From an optimization exercise on the open Yosys and OpenROAD flow, aimed at small area; shortcuts taken in it are not production practice. Only simulation tests tie the RTL to the original design; equivalence was not proved. No driver is modelled on the clock port, so clocking that relies on it looks cheaper here than on a real chip. No activity file was given, so power comes from the tool's default toggle rates.

==> design.v <==
module VGAController2(CLK, KBCODE, HCOORD, VCOORD, KBSTROBE, CSEL, ARST_L);
input CLK, ARST_L, KBSTROBE;
input [7:0] KBCODE;
input [9:0] HCOORD;
input [9:0] VCOORD;
output [11:0] CSEL;
function [10:0] add11;
    input [10:0] a;
    input [10:0] b;
    input        cin;
    integer i;
    reg c;
    begin
        c = cin;
        for (i = 0; i < 11; i = i + 1) begin
            add11[i] = a[i] ^ b[i] ^ c;
            c = (a[i] & b[i]) | (c & (a[i] ^ b[i]));
        end
    end
endfunction
function [9:0] inc10;
    input [9:0] a;
    integer i;
    reg c;
    begin
        c = 1'b1;
        for (i = 0; i < 10; i = i + 1) begin
            inc10[i] = a[i] ^ c;
            c = a[i] & c;
        end
    end
endfunction
localparam [17:0] P1 = 18'h2AAAA;
localparam [19:0] P2 = 20'hAAAAA;
reg [17:0] c1;
reg [19:0] c2;
reg refresh;
reg refreshSlow;
wire [17:0] count_i  = c1 ^ P1;
wire [19:0] count2_i = c2 ^ P2;
wire hit1 = (count_i  == 18'h150C9);
wire hit2 = (count2_i == 20'h1C4D6);
wire [17:0] count_n  = {count_i[16:0],  ~(count_i[17]  ^ count_i[10]  ^ hit1)};
wire [19:0] count2_n = {count2_i[18:0], ~(count2_i[19] ^ count2_i[16] ^ hit2)};
always @(posedge CLK) begin
    if (!ARST_L) begin
        c1          <= 18'h2A192 ^ P1;
        c2          <= 20'h389AD ^ P2;
        refresh     <= 1'b0;
        refreshSlow <= 1'b0;
    end else begin
        c1          <= count_n  ^ P1;
        c2          <= count2_n ^ P2;
        refresh     <= hit1;
        refreshSlow <= hit2;
    end
end
reg [9:0]  XP;
reg [10:0] YP;
reg [10:0] yspeed_i;
reg        moveleft, moveright;
reg [6:0]  jumpcount;
reg        jump;
reg [1:0]  laserCount;
reg [1:0]  laser;
reg [9:0]  laserPos1X, laserPos2X, laserPos3X;
reg [10:0] laserPos1Y, laserPos2Y, laserPos3Y;
wire ywrap = (YP <= 11'd10);                           
wire col_N = (YP >= 11'd11) & (YP <= 11'd21);          
wire col_S = (YP >= 11'd482) | ywrap;                  
wire floor = (YP >= 11'd431) | ywrap;                  
wire col_W = (XP <= 10'd32);                           
wire col_E = (XP >= 10'd652);                          
wire col_Elaser1 = (laserPos1X >= 10'd630);
wire col_Elaser2 = (laserPos2X >= 10'd630);
wire col_Elaser3 = (laserPos3X >= 10'd630);
wire kW  = KBSTROBE & (KBCODE == 8'h1D);
wire kD  = KBSTROBE & (KBCODE == 8'h23);
wire kA  = KBSTROBE & (KBCODE == 8'h1C);
wire kSp = KBSTROBE & (KBCODE == 8'h29);
wire p_jump = kW & ~col_N & ~col_S & ~col_W & ~col_E & jump;
wire p_grav = ~KBSTROBE & refreshSlow;
wire [10:0] ys_add = add11(yspeed_i, {{7{p_jump}}, 1'b0, p_jump, p_jump, ~p_jump}, 1'b0);
wire [6:0] jc_inc = {jumpcount[5:0], jumpcount[6] ^ jumpcount[5] ^ (jumpcount[5:0] == 6'd0)};
genvar g;
always @(posedge CLK or negedge ARST_L) begin
    if (!ARST_L) jump <= 1'b1;
    else         jump <= (jumpcount != 7'd4);    
end
wire ys_up  = ~p_jump & p_grav & ~floor & (YP != 11'd430);    
wire ys_clr = ~p_jump & p_grav & ~(~floor & (YP != 11'd430));
always @(posedge CLK) begin
    if (!ARST_L | ys_clr)  yspeed_i[10:1] <= 10'd0;
    else if (p_jump | ys_up) yspeed_i[10:1] <= ys_add[10:1];
    if (!ARST_L | ys_clr)  yspeed_i[0] <= 1'b0;
    else if (ys_up)        yspeed_i[0] <= ~yspeed_i[0];
end
always @(posedge CLK) begin
    if (!ARST_L | ys_clr)  jumpcount <= 7'd0;
    else if (p_jump)       jumpcount <= jc_inc;
end
always @(posedge CLK) begin
    if (!ARST_L) begin
        laserCount <= 2'd0;
        moveleft   <= 1'b0;
        moveright  <= 1'b0;
        laser      <= 2'd0;
    end else if (p_jump | p_grav) begin
    end else if (~KBSTROBE & col_Elaser1) begin
        laserCount <= 2'd0;
    end else if (kD & moveleft) begin
        moveleft <= 1'b0;
    end else if (kA & moveright) begin
        moveright <= 1'b0;
    end else if (kD) begin
        moveright <= 1'b1;
    end else if (kA) begin
        moveleft <= 1'b1;
    end else if (kSp & (laserCount != 2'd3)) begin
        laserCount <= {laserCount[1] ^ laserCount[0], ~laserCount[0]};
        laser      <= {laserCount[1] ^ laserCount[0], ~laserCount[0]};
    end else if (refresh) begin
        laser <= 2'd0;
    end
end
function [9:0] plus5;
    input [9:0] a;
    reg [6:0] hi;
    begin
        hi = inc10({3'b000, a[9:3]}) ;
        plus5[0] = ~a[0];
        plus5[1] = a[1] ^ a[0];
        plus5[2] = ~(a[2] ^ (a[1] & a[0]));
        plus5[9:3] = (a[2] | (a[1] & a[0])) ? hi : a[9:3];
    end
endfunction
wire l_mv = refresh & ~col_Elaser1 & ~col_Elaser2 & ~col_Elaser3;
always @(posedge CLK) begin
    if (!ARST_L) begin
        laserPos1X <= 10'd0; laserPos1Y <= 11'd0;
        laserPos2X <= 10'd0; laserPos2Y <= 11'd0;
        laserPos3X <= 10'd0; laserPos3Y <= 11'd0;
    end else if (laser == 2'd1) begin
        laserPos1X <= XP; laserPos1Y <= YP;
    end else if (laser == 2'd2) begin
        laserPos2X <= XP; laserPos2Y <= YP;
    end else if (laser == 2'd3) begin
        laserPos3X <= XP; laserPos3Y <= YP;
    end else if (l_mv) begin
        laserPos1X <= plus5(laserPos1X);
        laserPos2X <= plus5(laserPos2X);
        laserPos3X <= plus5(laserPos3X);
    end else if (col_Elaser1) begin
        laserPos1X <= 10'd0; laserPos1Y <= 11'd0;
    end else if (col_Elaser2) begin
        laserPos2X <= 10'd0; laserPos2Y <= 11'd0;
    end else if (col_Elaser3) begin
        laserPos3X <= 10'd0; laserPos3Y <= 11'd0;
    end
end
wire [10:0] xp_add = add11({1'b0, XP}, {1'b0, {8{moveleft}}, moveright, moveright | moveleft}, 1'b0);
wire [10:0] yp_add = add11(YP, yspeed_i, 1'b0);
always @(posedge CLK) begin
    if (!ARST_L) begin
        YP <= 11'd250;
        XP <= 10'd341;
    end else if (refresh) begin
        if (col_N)      YP <= 11'd22;
        else if (col_S) YP <= 11'd431;
        else if (col_W) XP <= 10'd33;
        else if (col_E) XP <= 10'd651;
        else if (floor) YP <= 11'd430;
        else begin
            YP <= yp_add;
            XP <= xp_add[9:0];
        end
    end
end
wire [10:0] slo  = add11({6'd0, HCOORD[4:0]}, {6'd0, ~XP[4:0]}, 1'b0);
wire [4:0]  ix   = slo[4:0];
wire        c5   = slo[5];
wire [4:0]  hh   = HCOORD[9:5];
wire [5:0]  hm;                       
assign hm[0] = 1'b1;
generate for (g = 1; g < 6; g = g + 1) begin : hmg
    assign hm[g] = &hh[g-1:0];
end endgenerate
wire [4:0]  xd   = XP[9:5] ^ hh;
wire        sx   = c5 ? ((xd == hm[4:0]) & ~hm[5]) : (xd == 5'd0);
wire [10:0] tlo  = add11({7'd0, VCOORD[3:0]}, {7'd0, ~YP[3:0]}, 1'b0);
wire        c4   = tlo[4];
wire [5:0]  vh   = VCOORD[9:4];
wire [6:0]  vp;                       
wire [6:0]  vm;                       
assign vp[0] = 1'b1;
assign vm[0] = 1'b1;
generate for (g = 1; g < 7; g = g + 1) begin : vmg
    assign vp[g] = &vh[g-1:0];
    assign vm[g] = ~|vh[g-1:0];
end endgenerate
wire [6:0]  yd   = YP[10:4] ^ {1'b0, vh};
wire        e0   = (yd == 7'd0);
wire        ep   = (yd == vp);
wire        em   = (yd == vm) & (|vh);
wire        sy   = (c4 ? (e0 | ep) : (em | e0)) & ~ywrap;
wire [4:0]  iy   = {c4 ? ep : e0, tlo[3:0]};
reg  [3:0] spr;    
always @* begin
    case ({iy, ix})
    10'd649: spr = 4'b1000;
    10'd650: spr = 4'b1000;
    10'd651: spr = 4'b1000;
    10'd652: spr = 4'b1000;
    10'd653: spr = 4'b1000;
    10'd654: spr = 4'b1000;
    10'd655: spr = 4'b1000;
    10'd656: spr = 4'b1000;
    10'd657: spr = 4'b1000;
    10'd658: spr = 4'b1000;
    10'd681: spr = 4'b1000;
    10'd682: spr = 4'b1000;
    10'd683: spr = 4'b1000;
    10'd684: spr = 4'b1000;
    10'd685: spr = 4'b1000;
    10'd686: spr = 4'b1000;
    10'd687: spr = 4'b1000;
    10'd688: spr = 4'b1000;
    10'd689: spr = 4'b1000;
    10'd690: spr = 4'b1000;
    10'd713: spr = 4'b1000;
    10'd714: spr = 4'b1000;
    10'd715: spr = 4'b1101;
    10'd716: spr = 4'b1101;
    10'd717: spr = 4'b1101;
    10'd718: spr = 4'b1101;
    10'd719: spr = 4'b1101;
    10'd720: spr = 4'b1101;
    10'd721: spr = 4'b1101;
    10'd722: spr = 4'b1101;
    10'd745: spr = 4'b1000;
    10'd746: spr = 4'b1000;
    10'd747: spr = 4'b1101;
    10'd748: spr = 4'b1101;
    10'd749: spr = 4'b1101;
    10'd750: spr = 4'b1101;
    10'd751: spr = 4'b1101;
    10'd752: spr = 4'b1101;
    10'd753: spr = 4'b1101;
    10'd754: spr = 4'b1101;
    10'd777: spr = 4'b1000;
    10'd778: spr = 4'b1000;
    10'd779: spr = 4'b1101;
    10'd780: spr = 4'b1101;
    10'd781: spr = 4'b1101;
    10'd782: spr = 4'b1101;
    10'd783: spr = 4'b1111;
    10'd784: spr = 4'b1010;
    10'd785: spr = 4'b1101;
    10'd786: spr = 4'b1101;
    10'd809: spr = 4'b1101;
    10'd810: spr = 4'b1101;
    10'd811: spr = 4'b1101;
    10'd812: spr = 4'b1101;
    10'd813: spr = 4'b1101;
    10'd814: spr = 4'b1101;
    10'd815: spr = 4'b1101;
    10'd816: spr = 4'b1101;
    10'd817: spr = 4'b1101;
    10'd818: spr = 4'b1101;
    10'd841: spr = 4'b1101;
    10'd842: spr = 4'b1101;
    10'd843: spr = 4'b1101;
    10'd844: spr = 4'b1101;
    10'd845: spr = 4'b1101;
    10'd846: spr = 4'b1101;
    10'd847: spr = 4'b1101;
    10'd848: spr = 4'b1101;
    10'd849: spr = 4'b1101;
    10'd850: spr = 4'b1101;
    10'd873: spr = 4'b1101;
    10'd874: spr = 4'b1101;
    10'd875: spr = 4'b1101;
    10'd876: spr = 4'b1101;
    10'd877: spr = 4'b1101;
    10'd878: spr = 4'b1101;
    10'd879: spr = 4'b1101;
    10'd880: spr = 4'b1101;
    10'd881: spr = 4'b1101;
    10'd882: spr = 4'b1101;
    10'd905: spr = 4'b1101;
    10'd906: spr = 4'b1101;
    10'd907: spr = 4'b1101;
    10'd908: spr = 4'b1101;
    10'd909: spr = 4'b1101;
    10'd910: spr = 4'b1101;
    10'd911: spr = 4'b1000;
    10'd912: spr = 4'b1000;
    10'd913: spr = 4'b1000;
    10'd914: spr = 4'b1000;
    10'd937: spr = 4'b1101;
    10'd938: spr = 4'b1101;
    10'd939: spr = 4'b1101;
    10'd940: spr = 4'b1101;
    10'd941: spr = 4'b1101;
    10'd942: spr = 4'b1101;
    10'd943: spr = 4'b1101;
    10'd944: spr = 4'b1101;
    10'd945: spr = 4'b1101;
    10'd946: spr = 4'b1101;
    10'd972: spr = 4'b1101;
    10'd973: spr = 4'b1101;
    10'd974: spr = 4'b1101;
    10'd975: spr = 4'b1101;
    10'd1004: spr = 4'b1101;
    10'd1005: spr = 4'b1101;
    10'd1006: spr = 4'b1101;
    10'd1007: spr = 4'b1101;
    10'd1014: spr = 4'b1000;
    10'd1015: spr = 4'b1000;
    10'd1016: spr = 4'b1000;
    10'd1017: spr = 4'b1000;
    10'd1018: spr = 4'b1000;
    10'd1019: spr = 4'b1000;
    10'd1020: spr = 4'b1000;
    10'd1021: spr = 4'b1000;
    10'd1022: spr = 4'b1000;
    10'd10: spr = 4'b1010;
    10'd11: spr = 4'b1010;
    10'd12: spr = 4'b1010;
    10'd13: spr = 4'b1010;
    10'd14: spr = 4'b1010;
    10'd15: spr = 4'b1010;
    10'd16: spr = 4'b1010;
    10'd17: spr = 4'b1010;
    10'd18: spr = 4'b1010;
    10'd22: spr = 4'b1000;
    10'd23: spr = 4'b1000;
    10'd24: spr = 4'b1000;
    10'd25: spr = 4'b1000;
    10'd26: spr = 4'b1000;
    10'd27: spr = 4'b1000;
    10'd28: spr = 4'b1000;
    10'd29: spr = 4'b1000;
    10'd30: spr = 4'b1000;
    10'd42: spr = 4'b1010;
    10'd43: spr = 4'b1010;
    10'd44: spr = 4'b1010;
    10'd45: spr = 4'b1010;
    10'd46: spr = 4'b1010;
    10'd47: spr = 4'b1010;
    10'd48: spr = 4'b1010;
    10'd49: spr = 4'b1010;
    10'd50: spr = 4'b1010;
    10'd54: spr = 4'b1000;
    10'd55: spr = 4'b1000;
    10'd74: spr = 4'b1010;
    10'd75: spr = 4'b1010;
    10'd76: spr = 4'b1010;
    10'd77: spr = 4'b1101;
    10'd78: spr = 4'b1101;
    10'd79: spr = 4'b1101;
    10'd80: spr = 4'b1101;
    10'd81: spr = 4'b1101;
    10'd82: spr = 4'b1101;
    10'd83: spr = 4'b1101;
    10'd84: spr = 4'b1101;
    10'd85: spr = 4'b1101;
    10'd86: spr = 4'b1101;
    10'd87: spr = 4'b1101;
    10'd106: spr = 4'b1010;
    10'd107: spr = 4'b1010;
    10'd108: spr = 4'b1010;
    10'd109: spr = 4'b1101;
    10'd110: spr = 4'b1101;
    10'd111: spr = 4'b1101;
    10'd112: spr = 4'b1101;
    10'd113: spr = 4'b1101;
    10'd114: spr = 4'b1101;
    10'd115: spr = 4'b1101;
    10'd116: spr = 4'b1101;
    10'd117: spr = 4'b1101;
    10'd118: spr = 4'b1101;
    10'd119: spr = 4'b1101;
    10'd138: spr = 4'b1010;
    10'd139: spr = 4'b1010;
    10'd140: spr = 4'b1010;
    10'd141: spr = 4'b1010;
    10'd142: spr = 4'b1010;
    10'd143: spr = 4'b1010;
    10'd144: spr = 4'b1010;
    10'd145: spr = 4'b1010;
    10'd146: spr = 4'b1010;
    10'd150: spr = 4'b1000;
    10'd151: spr = 4'b1000;
    10'd170: spr = 4'b1010;
    10'd171: spr = 4'b1010;
    10'd172: spr = 4'b1010;
    10'd173: spr = 4'b1010;
    10'd174: spr = 4'b1010;
    10'd175: spr = 4'b1010;
    10'd176: spr = 4'b1010;
    10'd177: spr = 4'b1010;
    10'd178: spr = 4'b1010;
    10'd202: spr = 4'b1010;
    10'd203: spr = 4'b1010;
    10'd204: spr = 4'b1010;
    10'd205: spr = 4'b1010;
    10'd206: spr = 4'b1010;
    10'd207: spr = 4'b1010;
    10'd208: spr = 4'b1010;
    10'd209: spr = 4'b1010;
    10'd210: spr = 4'b1010;
    10'd234: spr = 4'b1010;
    10'd235: spr = 4'b1010;
    10'd236: spr = 4'b1010;
    10'd237: spr = 4'b1010;
    10'd238: spr = 4'b1010;
    10'd239: spr = 4'b1010;
    10'd240: spr = 4'b1010;
    10'd241: spr = 4'b1010;
    10'd242: spr = 4'b1010;
    10'd266: spr = 4'b1010;
    10'd267: spr = 4'b1010;
    10'd268: spr = 4'b1010;
    10'd269: spr = 4'b1010;
    10'd270: spr = 4'b1010;
    10'd271: spr = 4'b1010;
    10'd272: spr = 4'b1010;
    10'd273: spr = 4'b1010;
    10'd274: spr = 4'b1010;
    10'd298: spr = 4'b1010;
    10'd299: spr = 4'b1010;
    10'd300: spr = 4'b1010;
    10'd301: spr = 4'b1010;
    10'd302: spr = 4'b1010;
    10'd303: spr = 4'b1010;
    10'd304: spr = 4'b1010;
    10'd305: spr = 4'b1010;
    10'd306: spr = 4'b1010;
    10'd330: spr = 4'b1010;
    10'd331: spr = 4'b1010;
    10'd332: spr = 4'b1010;
    10'd333: spr = 4'b1010;
    10'd334: spr = 4'b1010;
    10'd335: spr = 4'b1010;
    10'd336: spr = 4'b1010;
    10'd337: spr = 4'b1010;
    10'd338: spr = 4'b1010;
    10'd364: spr = 4'b1000;
    10'd365: spr = 4'b1000;
    10'd367: spr = 4'b1000;
    10'd368: spr = 4'b1000;
    10'd396: spr = 4'b1000;
    10'd397: spr = 4'b1000;
    10'd399: spr = 4'b1000;
    10'd400: spr = 4'b1000;
    10'd428: spr = 4'b1000;
    10'd429: spr = 4'b1000;
    10'd431: spr = 4'b1000;
    10'd432: spr = 4'b1000;
    10'd460: spr = 4'b1000;
    10'd461: spr = 4'b1000;
    10'd463: spr = 4'b1000;
    10'd464: spr = 4'b1000;
    default: spr = 4'b0000;
    endcase
end
wire [6:0] ha  = HCOORD[9:3];
wire [6:0] ham;                        
assign ham[0] = 1'b1;
generate for (g = 1; g < 7; g = g + 1) begin : hag
    assign ham[g] = ~|ha[g-1:0];
end endgenerate
wire       hnz = |ha;
wire [2:0] hl  = HCOORD[2:0];
wire [9:0] vw  = {1'b0, VCOORD[9:1]};
wire [9:0] vwm;                        
assign vwm[0] = 1'b1;
generate for (g = 1; g < 10; g = g + 1) begin : vwg
    assign vwm[g] = ~|vw[g-1:0];
end endgenerate
wire       vnz = |vw;
wire       v0  = VCOORD[0];
function lhit;
    input [9:0]  lx;
    input [10:0] ly;
    input [6:0]  ha;
    input [6:0]  ham;
    input        hnz;
    input [2:0]  hl;
    input [9:0]  vw;
    input [9:0]  vwm;
    input        vnz;
    input        v0;
    reg [6:0] dxh;
    reg [9:0] dyh;
    reg hx, hy;
    begin
        dxh = ha ^ lx[9:3];
        hx  = ((dxh == 7'd0) & (hl >= lx[2:0]) & ~((hl == 3'd7) & (lx[2:0] == 3'd0))) |
              ((dxh == ham) & hnz & ({1'b0, lx[2:0]} >= {1'b0, hl} + 4'd2));
        dyh = vw ^ ly[10:1];
        hy  = ((dyh == 10'd0) & (v0 | ~ly[0])) |
              ((dyh == vwm) & vnz & ~v0 & ly[0]);
        lhit = hx & hy;
    end
endfunction
wire l1 = lhit(laserPos1X, laserPos1Y, ha, ham, hnz, hl, vw, vwm, vnz, v0);
wire l2 = lhit(laserPos2X, laserPos2Y, ha, ham, hnz, hl, vw, vwm, vnz, v0);
wire l3 = lhit(laserPos3X, laserPos3Y, ha, ham, hnz, hl, vw, vwm, vnz, v0);
wire       sp = sx & sy & spr[3];
reg  [2:0] code;
always @(posedge CLK)
    code <= sp ? spr[2:0] : (l1 | l2 | l3) ? 3'b100 : 3'b111;
assign CSEL = {{4{code[2]}},
               code[2] & code[0], code[2] & code[1], code[2] & code[0], code[2] & code[1],
               code[1], code[1] | code[0], code[1], code[1] | code[0]};
endmodule
==> flow/run.sh <==
#!/bin/bash
# Layout flow: the standard ORFS flow (standard.sh) with
#  - the same synthesis script (synth_recipe.tcl), except that
#    * adders are not pre-mapped to full/half-adder cells (ADDER_MAP_FILE
#      empty), so ABC sees all the logic, and
#    * the final technology mapping uses area-oriented ABC scripts
#      (flow/abc.script.in: &deepsyn, then two rounds of choice-based area
#      mapping with amap); five such syntheses run side by side (different
#      seeds and amap options) and the one with the smallest cell area is
#      laid out;
#    registers are mapped exactly as in the standard synthesis;
#  - the smallest buffer cell for pass-through outputs and port buffers
#    (every port still gets its own buffer);
#  - clock tree synthesis without dummy loads, with clkbuf_4 buffers; after
#    it, each clock buffer whose flip-flop clock pins would see a slew over
#    85 ps is upsized to clkbuf_8 (flow/clock_buffers.tcl);
#  - buffers from synthesis removed at floorplan (REMOVE_ABC_BUFFERS).
# Each tool's output goes to its own log in this folder (and ORFS's logs).
set -euo pipefail
HERE=$(pwd)

ARGS=(ADDER_MAP_FILE=
      "MIN_BUF_CELL_AND_PORTS=sky130_fd_sc_hd__buf_1 A X"
      "BUFFER_PORTS_ARGS=-buffer_cell sky130_fd_sc_hd__buf_1"
      "CTS_ARGS=-sink_clustering_enable -repair_clock_nets -dont_use_dummy_load -buf_list {sky130_fd_sc_hd__clkbuf_4}"
      POST_CTS_TCL=$HERE/flow/clock_buffers.tcl
      REMOVE_ABC_BUFFERS=1)
export CLK_SLEW_TARGET=0.085

run_synth() {  # $1 = name, $2 = seed, $3 = extra amap option
  local n=$1
  sed -e "s/@SEED@/$2/" -e "s/@M@/$3/" flow/abc.script.in > abc_$n.script
  {
    cat <<TCL
proc abc {args} {
  set i [lsearch \$args -script]
  if { \$i >= 0 } { lset args [expr {\$i + 1}] $HERE/abc_$n.script }
  yosys abc {*}\$args
}
TCL
    cat synth_recipe.tcl
  } > synth_$n.tcl
  sed -E "s#WORK_HOME=[^ ]*/orfs #WORK_HOME=$HERE/syn_$n #" standard.sh > standard_$n.sh
  grep -q "WORK_HOME=$HERE/syn_$n " standard_$n.sh
  bash standard_$n.sh "${ARGS[@]}" SYNTH_SCRIPT=$HERE/synth_$n.tcl synth > synth_$n.log 2>&1
}

run_synth a 1 "" &
run_synth b 2 "" &
run_synth c 1 "-m" &
run_synth d 2 "-m" &
run_synth e 3 "-m" &
wait

best=""; best_area=""
for n in a b c d e; do
  rpt=syn_$n/reports/sky130hd/VGAController2/base/synth_stat.txt
  [[ -f $rpt && -f syn_$n/results/sky130hd/VGAController2/base/1_synth.odb ]] || continue
  a=$(awk '/Chip area for module/ {print $NF}' $rpt | tail -1)
  echo "synthesis $n: $a" >> synth_choice.log
  if [[ -z $best ]] || awk "BEGIN{exit !($a < $best_area)}"; then best=$n; best_area=$a; fi
done
echo "chosen: $best ($best_area)" >> synth_choice.log
mkdir -p orfs
cp -a syn_$best/. orfs/
bash standard.sh "${ARGS[@]}" SYNTH_SCRIPT=$HERE/synth_$best.tcl finish > layout.log 2>&1
==> flow/abc.script.in <==
strash
dc2
&get -n
&st
&deepsyn -T 120 -S @SEED@
&put
dch -f
amap -F 20 -A 20 -C 5000 @M@
strash
dch -f
amap -F 20 -A 20 -C 5000 @M@
==> flow/clock_buffers.tcl <==
# Upsize the clock-tree buffers whose flip-flop clock pins see a high slew.
estimate_parasitics -placement
set lib_big [get_lib_cells sky130_fd_sc_hd__clkbuf_8]
set changed 0
foreach inst [get_cells -hierarchical *] {
  set m [get_property $inst ref_name]
  if { $m ne "sky130_fd_sc_hd__clkbuf_4" } { continue }
  set out [get_pins -of_objects $inst -filter "direction == output"]
  set net [get_nets -of_objects $out]
  set worst 0
  foreach p [get_pins -of_objects $net -filter "direction == input"] {
    set s [get_property $p slew_max]
    if { $s > $worst } { set worst $s }
  }
  if { $worst > $::env(CLK_SLEW_TARGET) } {
    replace_cell $inst $lib_big
    incr changed
  }
}
puts "clock buffers upsized: $changed"
if { $changed > 0 } {
  detailed_placement
  estimate_parasitics -placement
}
==> standard.sh <==
#!/bin/bash
# synth_recipe.tcl (not shown) runs the flow's synth.tcl, then flattens the netlist and writes it again
# the make line also repeats each setting of config.mk as NAME=value (left out here)
make -C /OpenROAD-flow-scripts/flow DESIGN_CONFIG=/design/flow/config.mk WORK_HOME=/design/flow/orfs CLKGATE_MAP_FILE= SYNTH_SCRIPT=/design/flow/synth_recipe.tcl "${@:-finish}"
==> config.mk <==
export PLATFORM = sky130hd
export DESIGN_NAME = VGAController2
export DESIGN_NICKNAME = VGAController2
export VERILOG_FILES = /design/flow/design.v
export SDC_FILE = /design/flow/constraint.sdc
export NUM_CORES = 4
export LEC_CHECK = 0
export CAP_MARGIN = 20
export CORE_MARGIN = 2
export CORE_UTILIZATION = 50
export SLEW_MARGIN = 20
==> constraint.sdc <==
create_clock -name core_clock -period 10.0 [get_ports {CLK}]
set_input_delay 2.0000 -clock core_clock [delete_from_list [all_inputs] [get_ports {CLK}]]
set_output_delay 2.0000 -clock core_clock [all_outputs]
set_load 0.01 [all_outputs]
==> key figures, run 1 <==
Cells and area
  – Commonest cells after routing, fill and taps aside: clkinv_1, nor2_1, dfxtp_1, o22ai_1, o21ai_0
  – Fillers: 1,572
  – Commonest non-fill, non-tap cell in the layout: clkinv_1
  – Nets: 1,186
  – Share of cells above drive strength 1: 1.995%
  – Design area: 8626 um2
  – Non-Filler Instances: 1,370
  – Synthesis-to-layout area growth: 8.226%

Power
  – Combinational group share of total power: 9.5%
  – Leak: 0.002717 uW
  – Peak supply drop: 100.3 uV
  – Sw Pwr: 278.0 uW
  – Clock power frac: 32.2%
  – Int Power: 788.8 uW
  – Cell Pwr Density: 123.7 nW/um2
  – Sw Share: 26.06%
  – Reg power frac: 58.2%

Global route
  – M2 GR Usage: 46.47%
  – GR Overflow Total: 0
  – Vias in the first global route: 7,528
  – Initial antenna violation count: 1
  – GRT busiest layer: met2
  – First-pass GRT wire length: 39,900 um
  – Largest net degree at the start of global routing: 37
  – Met1 global-route usage: 41.22%
  – M3 GR Usage: 7.421%
  – Gr usage total: 30.51%

Synthesis
  – Synth Area per Inst: 7.259 um2
  – Synth Area in Adders: 0%
  – Simple-gate share of the synthesized area: 18.70%
  – Register bit total from synthesis: 152
  – Syn. warnings: 1
  – Share of the synthesized area in the top cell type: 37.93%
  – Compound-Gate Fraction of Synth Area: 34.85%
  – Gate Count Post-Synth: 1,098
  – Synth area leaders: dfxtp_1, o22ai_1, clkinv_1
  – Number of synthesized flops with an enable pin: 0
  – Async S/R FF share, synth: 0.6579%
  – Sequential area share after synthesis: 38.26%
  – Multiplexer area fraction after synthesis: 0%
  – Largest family of logic cells by synthesized area: compound AO/OA/AOI/OAI gates
  – Most used flip-flop cell after synthesis: dfxtp_1
  – Top cell type by total area after synthesis: dfxtp_1
  – Post-synthesis cell type count: 51
  – XOR/XNOR Fraction of Synth Area: 0%
  – Cell Area, Synth: 7970 um2

Critical path
  – Worst path bufs/invs: 2
  – Kind of critical path: input pin to flip-flop
  – Worst path top cell family by delay: compound AO/OA/AOI/OAI gates
  – Type of destination of the critical path: flip-flop
  – CP Launch Type: input pin
  – Crit Path Max Fanout: 6
  – Req. time, crit path: 10.38 ns
  – Worst EP arrival: 5.20 ns
  – CP cell instances: buf_1 > clkinv_1 > nor2_1 > nand2_1 > o21a_1 > o21ai_0 > nor2_1 > a21oi_1 > a21oi_1 > a2111oi_0 > o21ai_0 > a22oi_1 > nor2_1 > nor4_1 > a31oi_1 > a21oi_1
  – Max stage delay on crit path: 0.46 ns
  – CP max-delay cell: o21ai_0

STA
  – Final setup violation count: 0
  – Final setup skew: 0.03176 ns
  – Period utilization: 48.21%
  – Final Hold Vio Count: 0
  – Rel. slew slack: 25.12%
  – Worst Max-Slew Pin Slew: 1.120 ns
  – Final slew viol count: 0
  – Setup TNS: 0 ns
  – Max Clock Freq: 0.2074 GHz
  – Unrepaired setup endpoints after global routing: no
  – Minimum clock period: 4.821 ns

Placed design
  – GPL Wtd Cong: 1.003
  – DPL Wire Length: 19,330 um
  – Placed Cells: 1,352
  – Area after DPL: 8402 um2
  – PortBufs: 42

Floorplan
  – DIE HEIGHT: 130.3 um
  – # rows: 46
  – Die area: 16,970 um2
  – I/O pin cnt: 43
  – Core area: 15,710 um2
  – Die X-Extent: 130.3 um
  – Starting Density: 50.72%

Drt
  – DRC: 0
  – Detailed Route WL: 25,540 um
  – Via density: 6.231
  – Pre-antenna DRT Iters: 5
  – DR vias: 8,537
  – Final ANT Viol Nets: 0
  – DR WL/cell: 18.64 um
  – Starting DRT DRC Count: 939

Flow run
  – Max Cap Viol: 0

CTS
  – Clock Latency Late Sink: 0.46 ns
  – Clk sink count: 152
  – CTS tree: yes
  – Clock transition at the registers of the reported paths: 0.10 ns

Run status
  – Outcome: no timing/DRC/antenna violations

Hold path
  – Tightest Hold Check Type: flip-flop to flip-flop
==> metal layers <==
| layer | up-vias | wire, um | part of all wire (%) |
|---|---|---|---|
| met4 | 0 | 968 | 3.8 |
| li1 | 4181 | - | - |
| met3 | 61 | 1981 | 7.8 |
| met1 | 3950 | 11380 | 45 |
| met2 | 345 | 11210 | 44 |
| met5 | - | 0 | 0 |
==> synth_stat cells (2+ instances only) <==
cell type / instances
a2111oi_0: 4
a211oi_1: 8
a21o_1: 6
a21oi_1: 72
a221o_1: 2
a222oi_1: 9
a22oi_1: 17
a31oi_1: 8
a32oi_1: 2
buf_1: 9
clkinv_1: 165
dfxtp_1: 151
nand2_1: 80
nand3_1: 13
nand4_1: 8
nor2_1: 156
nor2b_1: 9
nor3_1: 40
nor4_1: 10
o2111a_1: 2
o2111ai_1: 6
o211ai_1: 9
o21a_1: 18
o21ai_0: 105
o21bai_1: 2
o221ai_1: 16
o22a_1: 4
o22ai_1: 112
o311ai_0: 2
o31a_1: 2
o32a_1: 3
o32ai_1: 12
o41ai_1: 4
or2_0: 9
or3_1: 3
or4_1: 3
or4b_1: 3
==> through the flow <==
stage / hold WS [ns] / worst slack [ns] / utilization [%] / total power, uW
final: 0.3654 / 5.179 / 54.90 / 1067
after global routing: 0.3745 / 4.858 / 54.90 / 1106
after detailed placement: 0.3675 / 4.770 / 53.47 / 733.8
after global placement: 0.3632 / 4.914 / 53.47 / 734.6
after floorplan: 0.3524 / 5.542 / - / 695.1
==> path summary, 6_finish.rpt <==
| check | to | cells past startpoint | start | slack, ns |
|---|---|---|---|---|
| max in group asynchronous | jump | 2 | ARST_L | 8.13 |
| min in group asynchronous | jump | 2 | ARST_L | 1.84 |
| worst max-delay path | code[1] | 16 | HCOORD[0] | 5.18 |
| worst min-delay path | c2[1] | 1 | c2[0] | 0.37 |
| worst max register to register | yspeed_i[10] | 15 | YP[3] | 6.04 |
| worst min register to register | c2[1] | 1 | c2[0] | 0.37 |
==> kinds of logic (layout without fill, tap and decap cells) <==
family / count (synthesis) / in the layout
DFF: 152 / 152
AOI/OAI and AO/OA: 433 / 433
other: 0 / 1
buffers and inverters: 174 / 229
and+or+nand+nor: 339 / 339
==> state kept, by name, summed over array words and instances (netlist names) <==
signal and flops:
c1 18, jumpcount 7, laserPos1Y 11, laserPos3Y 11
jump 1, c2 20, code 3, laserPos2Y 11
YP 11, XP 10, refresh 1, laserPos1X 10
laserCount 2, moveleft 1, laserPos2X 10, yspeed_i 11
moveright 1, laser 2, refreshSlow 1, laserPos3X 10
==> area by class of cell <==
class / count / area [um2] / share of cell area [%]
flip-flops and latches: 152 / 3049 / 35.35
clock buffers: 17 / 221.5 / 2.567
multi-input cells: 772 / 4268 / 49.48
well taps: 216 / 270.3 / 3.133
diodes: 1 / 2.502 / 0.02901
repair buffers: 47 / 195.2 / 2.263
inverters: 165 / 619.3 / 7.180
==> power groups by stage <==
stage / logic (uW) / clock network, uW / registers [uW]
floorplan: 61.3 / 0 / 634
global placement: 99.1 / 0 / 635
detailed placement: 98.5 / 0 / 635
global route: 112 / 372 / 623
finish: 102 / 344 / 621
==> run 2, diff against run 1 <==
--- a/design.v
+++ b/design.v
@@ -85,6 +85,4 @@
 genvar g;
-always @(posedge CLK or negedge ARST_L) begin
-    if (!ARST_L) jump <= 1'b1;
-    else         jump <= (jumpcount != 7'd4);    
-end
+always @(posedge CLK)
+    jump <= ~ARST_L | (jumpcount != 7'd4);       
 wire ys_up  = ~p_jump & p_grav & ~floor & (YP != 11'd430);    
--- a/flow/run.sh
+++ b/flow/run.sh
@@ -7,3 +7,3 @@
 #      (flow/abc.script.in: &deepsyn, then two rounds of choice-based area
-#      mapping with amap); five such syntheses run side by side (different
+#      mapping with amap); seven such syntheses run side by side (different
 #      seeds and amap options) and the one with the smallest cell area is
@@ -15,3 +15,3 @@
 #    it, each clock buffer whose flip-flop clock pins would see a slew over
-#    85 ps is upsized to clkbuf_8 (flow/clock_buffers.tcl);
+#    90 ps is upsized to clkbuf_8 (flow/clock_buffers.tcl);
 #  - buffers from synthesis removed at floorplan (REMOVE_ABC_BUFFERS).
@@ -27,3 +27,3 @@
       REMOVE_ABC_BUFFERS=1)
-export CLK_SLEW_TARGET=0.085
+export CLK_SLEW_TARGET=0.09
 
@@ -49,5 +49,7 @@
 run_synth b 2 "" &
-run_synth c 1 "-m" &
-run_synth d 2 "-m" &
-run_synth e 3 "-m" &
+run_synth c 3 "" &
+run_synth d 1 "-m" &
+run_synth e 2 "-m" &
+run_synth f 3 "-m" &
+run_synth g 4 "-m" &
 wait
@@ -55,3 +57,3 @@
 best=""; best_area=""
-for n in a b c d e; do
+for n in a b c d e f g; do
   rpt=syn_$n/reports/sky130hd/VGAController2/base/synth_stat.txt
--- a/flow/abc.script.in
+++ b/flow/abc.script.in
@@ -4,3 +4,3 @@
 &st
-&deepsyn -T 120 -S @SEED@
+&deepsyn -T 150 -S @SEED@
 &put
--- a/config.mk
+++ b/config.mk
@@ -7,5 +7,6 @@
 export LEC_CHECK = 0
-export CAP_MARGIN = 20
+export CAP_MARGIN = 10
 export CORE_MARGIN = 2
 export CORE_UTILIZATION = 50
-export SLEW_MARGIN = 20
+export GPL_TIMING_DRIVEN = 0
+export SLEW_MARGIN = 10
==> run 2 against run 1 <==
Against the previous run:
- still clean
- combinational power rose by 9%
- routed wire length fell by 4.7%
- power rose by 0.20%
- critical path type unchanged
- largest cell class unchanged
- largest power group unchanged
==> key figures, run 2 <==
Synthesis
  – Synth Area per Inst: 7.246 um2
  – Post-synth top cells: clkinv_1, nor2_1, dfxtp_1
  – Synth area leaders: dfxtp_1, o22ai_1, clkinv_1
  – Post-synthesis cell type count: 48
  – Top cell type by total area after synthesis: dfxtp_1
  – Gate Count Post-Synth: 1,093
  – Cell Area, Synth: 7920 um2
  – Share of the synthesized area in the top cell type: 38.42%
  – Async S/R FF share, synth: 0%
  – Most used flip-flop cell after synthesis: dfxtp_1
  – Register bit total from synthesis: 152
  – Sequential area share after synthesis: 38.42%
  – Number of synthesized flops with an enable pin: 0
  – Syn. warnings: 1

Floorplan
  – Core area: 15,660 um2
  – I/O pin cnt: 43
  – DIE HEIGHT: 129.9 um
  – # rows: 46
  – Die X-Extent: 129.9 um
  – Starting Density: 50.59%
  – Die area: 16,860 um2

Global route
  – Largest net degree at the start of global routing: 31
  – GR Overflow Total: 0
  – M3 GR Usage: 8.692%
  – Initial antenna violation count: 0
  – M2 GR Usage: 44.66%
  – Gr usage total: 29.58%
  – First-pass GRT wire length: 38,940 um
  – GRT busiest layer: met2
  – Met1 global-route usage: 40.42%
  – Vias in the first global route: 7,397

Critical path
  – Crit Path Max Fanout: 10
  – Start point of the critical path: HCOORD[1]
  – R2R cell count: 19
  – Kind of critical path: input pin to flip-flop
  – CP cell instances: buf_1 > clkinv_1 > o22ai_1 > clkinv_1 > nand2_1 > o21a_1 > nor2_1 > a21oi_1 > nor2_1 > a21oi_1 > o21ai_0 > nand2_1 > o21ai_0 > o31a_1 > or4_1 > o22a_1 > nor4_1 > mux2_1
  – Worst EP arrival: 6.30 ns
  – CP max-delay cell: nor4_1
  – FF-to-FF End: laserPos2X[9]
  – Type of destination of the critical path: flip-flop
  – Reg-to-Reg Start: laserPos1X[1]
  – CP Launch Type: input pin
  – Reg-to-reg slack, setup: 5.14 ns
  – Max stage delay on crit path: 0.62 ns
  – Req. time, crit path: 10.33 ns

Placed design
  – GPL Wtd Cong: 0.9447
  – Area after DPL: 8358 um2
  – PortBufs: 42
  – Placed Cells: 1,345
  – DPL Wire Length: 18,170 um
  – Place WS: 3.747 ns

Drt
  – Detailed Route WL: 24,350 um
  – DR vias: 8,339
  – Pre-antenna DRT Iters: 6
  – Starting DRT DRC Count: 694
  – DR WL/cell: 17.86 um
  – Via density: 6.118
  – Final ANT Viol Nets: 0
  – DRC: 0

Cells and area
  – Design area: 8572 um2
  – Share of cells above drive strength 1: 1.918%
  – Fin util: 54.76%
  – Largest register FFs: 20
  – Inserted Diodes: 0
  – Non-Filler Instances: 1,363
  – Synthesis-to-layout area growth: 8.231%
  – Top reg by flops: c2
  – Commonest cells after routing, fill and taps aside: clkinv_1, nor2_1, dfxtp_1, o22ai_1, o21ai_0
  – Regs by FF count: c2 x20, c1 x18
  – Nets: 1,180

Power
  – Cell Pwr Density: 124.7 nW/um2
  – Peak supply drop: 101.9 uV
  – Leak: 0.002723 uW

Run status
  – Outcome: no timing/DRC/antenna violations

CTS
  – CTS tree: yes
  – Clock Latency Late Sink: 0.45 ns
  – Clock transition at the registers of the reported paths: 0.10 ns
  – Clk sink count: 152

Hold path
  – Hold Path Sink: c2[9]
  – Hold path cells: 1
  – Tightest Hold Check Type: flip-flop to flip-flop
  – HP Start: c2[8]

STA
  – PnR worst setup slack: 4.030 ns
  – Final setup violation count: 0
  – Final Hold Vio Count: 0
  – Rel. slew slack: 21.07%
  – Period utilization: 59.70%
  – Final slew viol count: 0
  – Worst Max-Slew Pin Slew: 1.181 ns
  – Max Clock Freq: 0.1675 GHz
  – Final setup skew: 0.02801 ns
  – Minimum clock period: 5.970 ns
  – Setup TNS: 0 ns
  – Unrepaired setup endpoints after global routing: no

Flow run
  – Max Cap Viol: 0
==> run 2: layer usage <==
| layer | wire, um | vias to the layer above |
|---|---|---|
| met5 | 0 | - |
| li1 | - | 4160 |
| met3 | 2025 | 63 |
| met4 | 795 | 0 |
| met2 | 10260 | 319 |
| met1 | 11270 | 3797 |
==> run 2: through the flow <==
| step | power (uW) | hold WS [ns] |
|---|---|---|
| 2_1_floorplan | 703.9 | 0.3524 |
| 3_3_place_gp | 743.5 | 0.3639 |
| 3_5_place_dp | 745.0 | 0.3644 |
| 5_1_grt | 1114 | 0.3816 |
| 6_report | 1069 | 0.3698 |
==> run 2: cells by family (layout without fill, tap and decap cells) <==
family / Yosys count / count (layout) / synth area share, %
mux: 1 / 1 / 0.1422
xor+xnor: 1 / 1 / 0.1106
simple gates: 336 / 336 / 18.64
buf+inv: 173 / 227 / 8.199
compound gates: 430 / 430 / 34.49
flops: 152 / 152 / 38.42
==> run 2: how the worst max path moves through the flow <==
stage	to	slack, ns	depth (start not counted)
detailed placement	code[1]	3.75	18
global route	code[0]	3.55	19
floorplan	code[1]	4.85	17
global placement	laserPos1X[9]	3.50	7
finish	code[1]	4.03	18
==> run 2: layout make-up <==
| cell class | count | area [um2] |
|---|---|---|
| clock buffer | 17 | 209.0 |
| fill | 1586 | 7083 |
| inverter | 164 | 615.6 |
| multi-input combinational | 768 | 4228 |
| sequential | 152 | 3043 |
| tap | 216 | 270.3 |
| timing repair buffer | 46 | 206.4 |
==> run 2: report_power, final <==
part | internal, uW | switching (uW) | total (uW)
logic | 35.6 | 75.4 | 111
registers | 616 | 7.02 | 623
clock network | 134 | 201 | 335
==> run 2: critical path: cells and delay by family <==
kind | cells | cell delay (ns)
buffers and inverters | 3 | 0.75
and+or+nand+nor | 6 | 1.42
muxes | 1 | 0.38
AOI/OAI and AO/OA | 8 | 1.75
==> run 3, diff against run 2 <==
--- a/flow/abc.script.in
+++ b/flow/abc.script.in
@@ -4,3 +4,3 @@
 &st
-&deepsyn -T 150 -S @SEED@
+&deepsyn -T 200 -S @SEED@
 &put
--- a/config.mk
+++ b/config.mk
@@ -9,3 +9,3 @@
 export CORE_MARGIN = 2
-export CORE_UTILIZATION = 50
+export CORE_UTILIZATION = 58
 export GPL_TIMING_DRIVEN = 0
==> run 3 against run 2 <==
Against the previous run:
- largest cell class unchanged
- power down 1.7%
- final cell count is 3.4% lower
- final area fell by 0.53%
- utilization is 9.4 points higher
- non-clock buffer count is 1 lower
- clock-buffer cell count is the same
- critical path depth is the same
- still clean on timing, DRC and antenna
- register-to-register slack better by 0.35 ns
- routed wire length decreased by 4.0%
==> key figures, run 3 <==
Floorplan
  – # rows: 42
  – Die X-Extent: 120.9 um
  – DIE HEIGHT: 120.9 um
  – I/O pin cnt: 43
  – Die area: 14,610 um2
  – Core area: 13,300 um2
  – Starting Density: 59.61%

STA
  – Max Clock Freq: 0.1875 GHz
  – Unrepaired setup endpoints after global routing: no
  – Final slew viol count: 0
  – Worst Max-Slew Pin Slew: 0.9702 ns
  – Minimum clock period: 5.334 ns
  – Final setup skew: 0.02950 ns
  – Rel. slew slack: 35.14%
  – Final Hold Vio Count: 0
  – Final setup violation count: 0
  – Period utilization: 53.34%
  – Setup TNS: 0 ns

Critical path
  – Worst EP arrival: 5.66 ns
  – Reg-to-Reg Start: laserPos1X[1]
  – CP cell instances: buf_1 > clkinv_1 > o22ai_1 > clkinv_1 > nand2_1 > o21a_1 > nor2_1 > a21oi_1 > clkinv_1 > or2_0 > o21ai_0 > clkinv_1 > or4_1 > o311ai_0 > o2111ai_1 > clkinv_1 > o311ai_0 > nor2b_1
  – CP Launch Type: input pin
  – Crit path top cell by count: clkinv_1
  – Type of destination of the critical path: flip-flop
  – CP max-delay cell: or4_1
  – FF-to-FF End: laserPos1X[8]
  – R2R cell count: 20
  – Req. time, crit path: 10.33 ns
  – Max stage delay on crit path: 0.41 ns
  – Crit Path Max Fanout: 7
  – Kind of critical path: input pin to flip-flop
  – Start point of the critical path: HCOORD[1]
  – Reg-to-reg slack, setup: 5.49 ns

CTS
  – CTS tree: yes
  – Clock Latency Late Sink: 0.46 ns
  – Clock transition at the registers of the reported paths: 0.10 ns
  – Clk sink count: 152

Drt
  – Final ANT Viol Nets: 0
  – DR WL/cell: 17.75 um
  – Starting DRT DRC Count: 911
  – DRC: 0
  – DR vias: 8,495
  – Detailed Route WL: 23,370 um
  – Via density: 6.450
  – Pre-antenna DRT Iters: 6

Global route
  – Gr usage total: 32.27%
  – Initial antenna violation count: 0
  – GR Overflow Total: 0
  – First-pass GRT wire length: 37,290 um
  – Vias in the first global route: 7,658
  – Largest net degree at the start of global routing: 44

Power
  – Cell Pwr Density: 123.3 nW/um2
  – Leak: 0.002709 uW
  – Peak supply drop: 113.9 uV
  – Total power: 1051 uW

Placed design
  – DPL Wire Length: 17,440 um
  – Placed Cells: 1,299
  – GPL Wtd Cong: 1.019
  – PortBufs: 42

Synthesis
  – Most used flip-flop cell after synthesis: dfxtp_1
  – XOR/XNOR Fraction of Synth Area: 0%
  – Async S/R FF share, synth: 0%
  – Register bit total from synthesis: 152
  – Gate Count Post-Synth: 1,088
  – Number of synthesized flops with an enable pin: 0
  – Sequential area share after synthesis: 38.40%
  – Multiplexer area fraction after synthesis: 0%
  – Largest family of logic cells by synthesized area: compound AO/OA/AOI/OAI gates
  – Synth area leaders: dfxtp_1, o22ai_1, clkinv_1
  – Top cell type by total area after synthesis: dfxtp_1
  – Post-synthesis cell type count: 48
  – Synth Area in Adders: 0%
  – Simple-gate share of the synthesized area: 17.24%
  – Syn. warnings: 1
  – Cell Area, Synth: 7925 um2
  – Synth Area per Inst: 7.284 um2
  – Post-synth top cells: clkinv_1, dfxtp_1, nor2_1
  – Compound-Gate Fraction of Synth Area: 35.93%
  – Share of the synthesized area in the top cell type: 38.40%
  – Most numerous cell in the Yosys netlist: clkinv_1

Cells and area
  – Commonest non-fill, non-tap cell in the layout: clkinv_1
  – Commonest cells after routing, fill and taps aside: clkinv_1, dfxtp_1, nor2_1, o22ai_1, o21ai_0
  – Nets: 1,174
  – Regs by FF count: c2 x20, c1 x18
  – Inserted Diodes: 0
  – Largest register FFs: 20
  – Non-Filler Instances: 1,317
  – Top reg by flops: c2
  – Synthesis-to-layout area growth: 7.594%
  – Share of cells above drive strength 1: 1.928%

Flow run
  – Max Cap Viol: 0

Hold path
  – HP Start: c2[1]
  – Hold Path Sink: c2[2]
  – Hold path cells: 1
  – Tightest Hold Check Type: flip-flop to flip-flop

Run status
  – Outcome: no timing/DRC/antenna violations
## run 3: cell count changes in the layout (fill, tap and decap cells not counted), moves of 4 or more
cell      change
a211oi_1      +5
a21oi_1      +13
a222oi_1      +5
a31oi_1       -6
clkinv_1      +5
nand3_1       -4
nor2_1       -22
o211ai_1      -4
o22a_1        -4
## run 3: cells by family after synthesis
kind of cell    count (synthesis)
flops                         152
simple gates                  310
buf+inv                       178
compound gates                448
## run 3: cell type report
| class | instances | area (um2) |
|---|---|---|
| fill | 1259 | 4768 |
| clock buffer | 17 | 202.7 |
| tap | 176 | 220.2 |
| sequential | 152 | 3043 |
| inverter | 169 | 634.4 |
| multi-input combinational | 758 | 4218 |
| timing repair buffer | 45 | 209.0 |
## run 3: routing by layer
metal  GRT usage [%]  up-vias  routed length (um)
li1                -     4155                   -
met1           43.66     3869               10330
met2           50.21      409               10290
met3           7.002       62                1924
met4           12.72        0                 829
met5               0        -                   0
## run 3: worst max-delay path by stage
stage	to	slack, ns	depth (start not counted)
floorplan	code[0]	5.36	17
global placement	yspeed_i[0]	3.91	5
detailed placement	code[0]	4.42	18
global route	code[0]	4.30	17
finish	code[0]	4.67	18
## run 3: metrics by stage
step	util, %	hold WS [ns]	instance area, um2	setup slack, ns
floorplan	-	0.3524	7891	5.356
global placement	62.20	0.3585	8269	3.905
detailed placement	62.40	0.3686	8297	4.423
global route	64.14	0.3650	8527	4.297
finish	64.14	0.3613	8527	4.666
## run 3: power by group
| part | leakage (uW) | total [uW] | switching, uW | internal (uW) |
|---|---|---|---|---|
| combinational | 0.00136 | 100 | 68.8 | 31.2 |
| sequential | 0.00124 | 620 | 5.52 | 615 |
| clock | 0.000109 | 331 | 201 | 129 |
## run 3: critical path: cells and delay by family
kind                   cells  cell delay (ns)
AOI/OAI and AO/OA          7             1.51
buffers and inverters      6             1.15
and+or+nand+nor            5             1.00

re-timing with driven ports:
No port has a modelled driver above. Below, the same layouts with a new extraction and two added sets of constraints.
Step 1: set_driving_cell puts a clkbuf_16 on CLK and a buf_2 on each other input, an assumption about the parent block.
Step 2, shift: input delay + t, output delay - t, t = (earliest + latest rising clock arrival at the registers) / 2. This alone moves slack from input paths to output paths.
Slacks: no drivers / after step 1 / after step 2; pairs: no drivers / after step 1.
| run | t (ns) | setup WS [ns] | cell pins on the clock port's net |
|---|---|---|---|
| run 1 | 0.485 | 5.179 / 5.196 / 4.711 | 1 |
| run 2 | 0.479 | 4.030 / 4.046 / 3.568 | 1 |
| run 3 | 0.482 | 4.666 / 4.682 / 4.200 | 1 |
After both steps setup and hold are still met in every run listed. The setup slack of run 1, which loses most, moves by +0.017 ns with the drivers and by -0.468 ns with both steps.
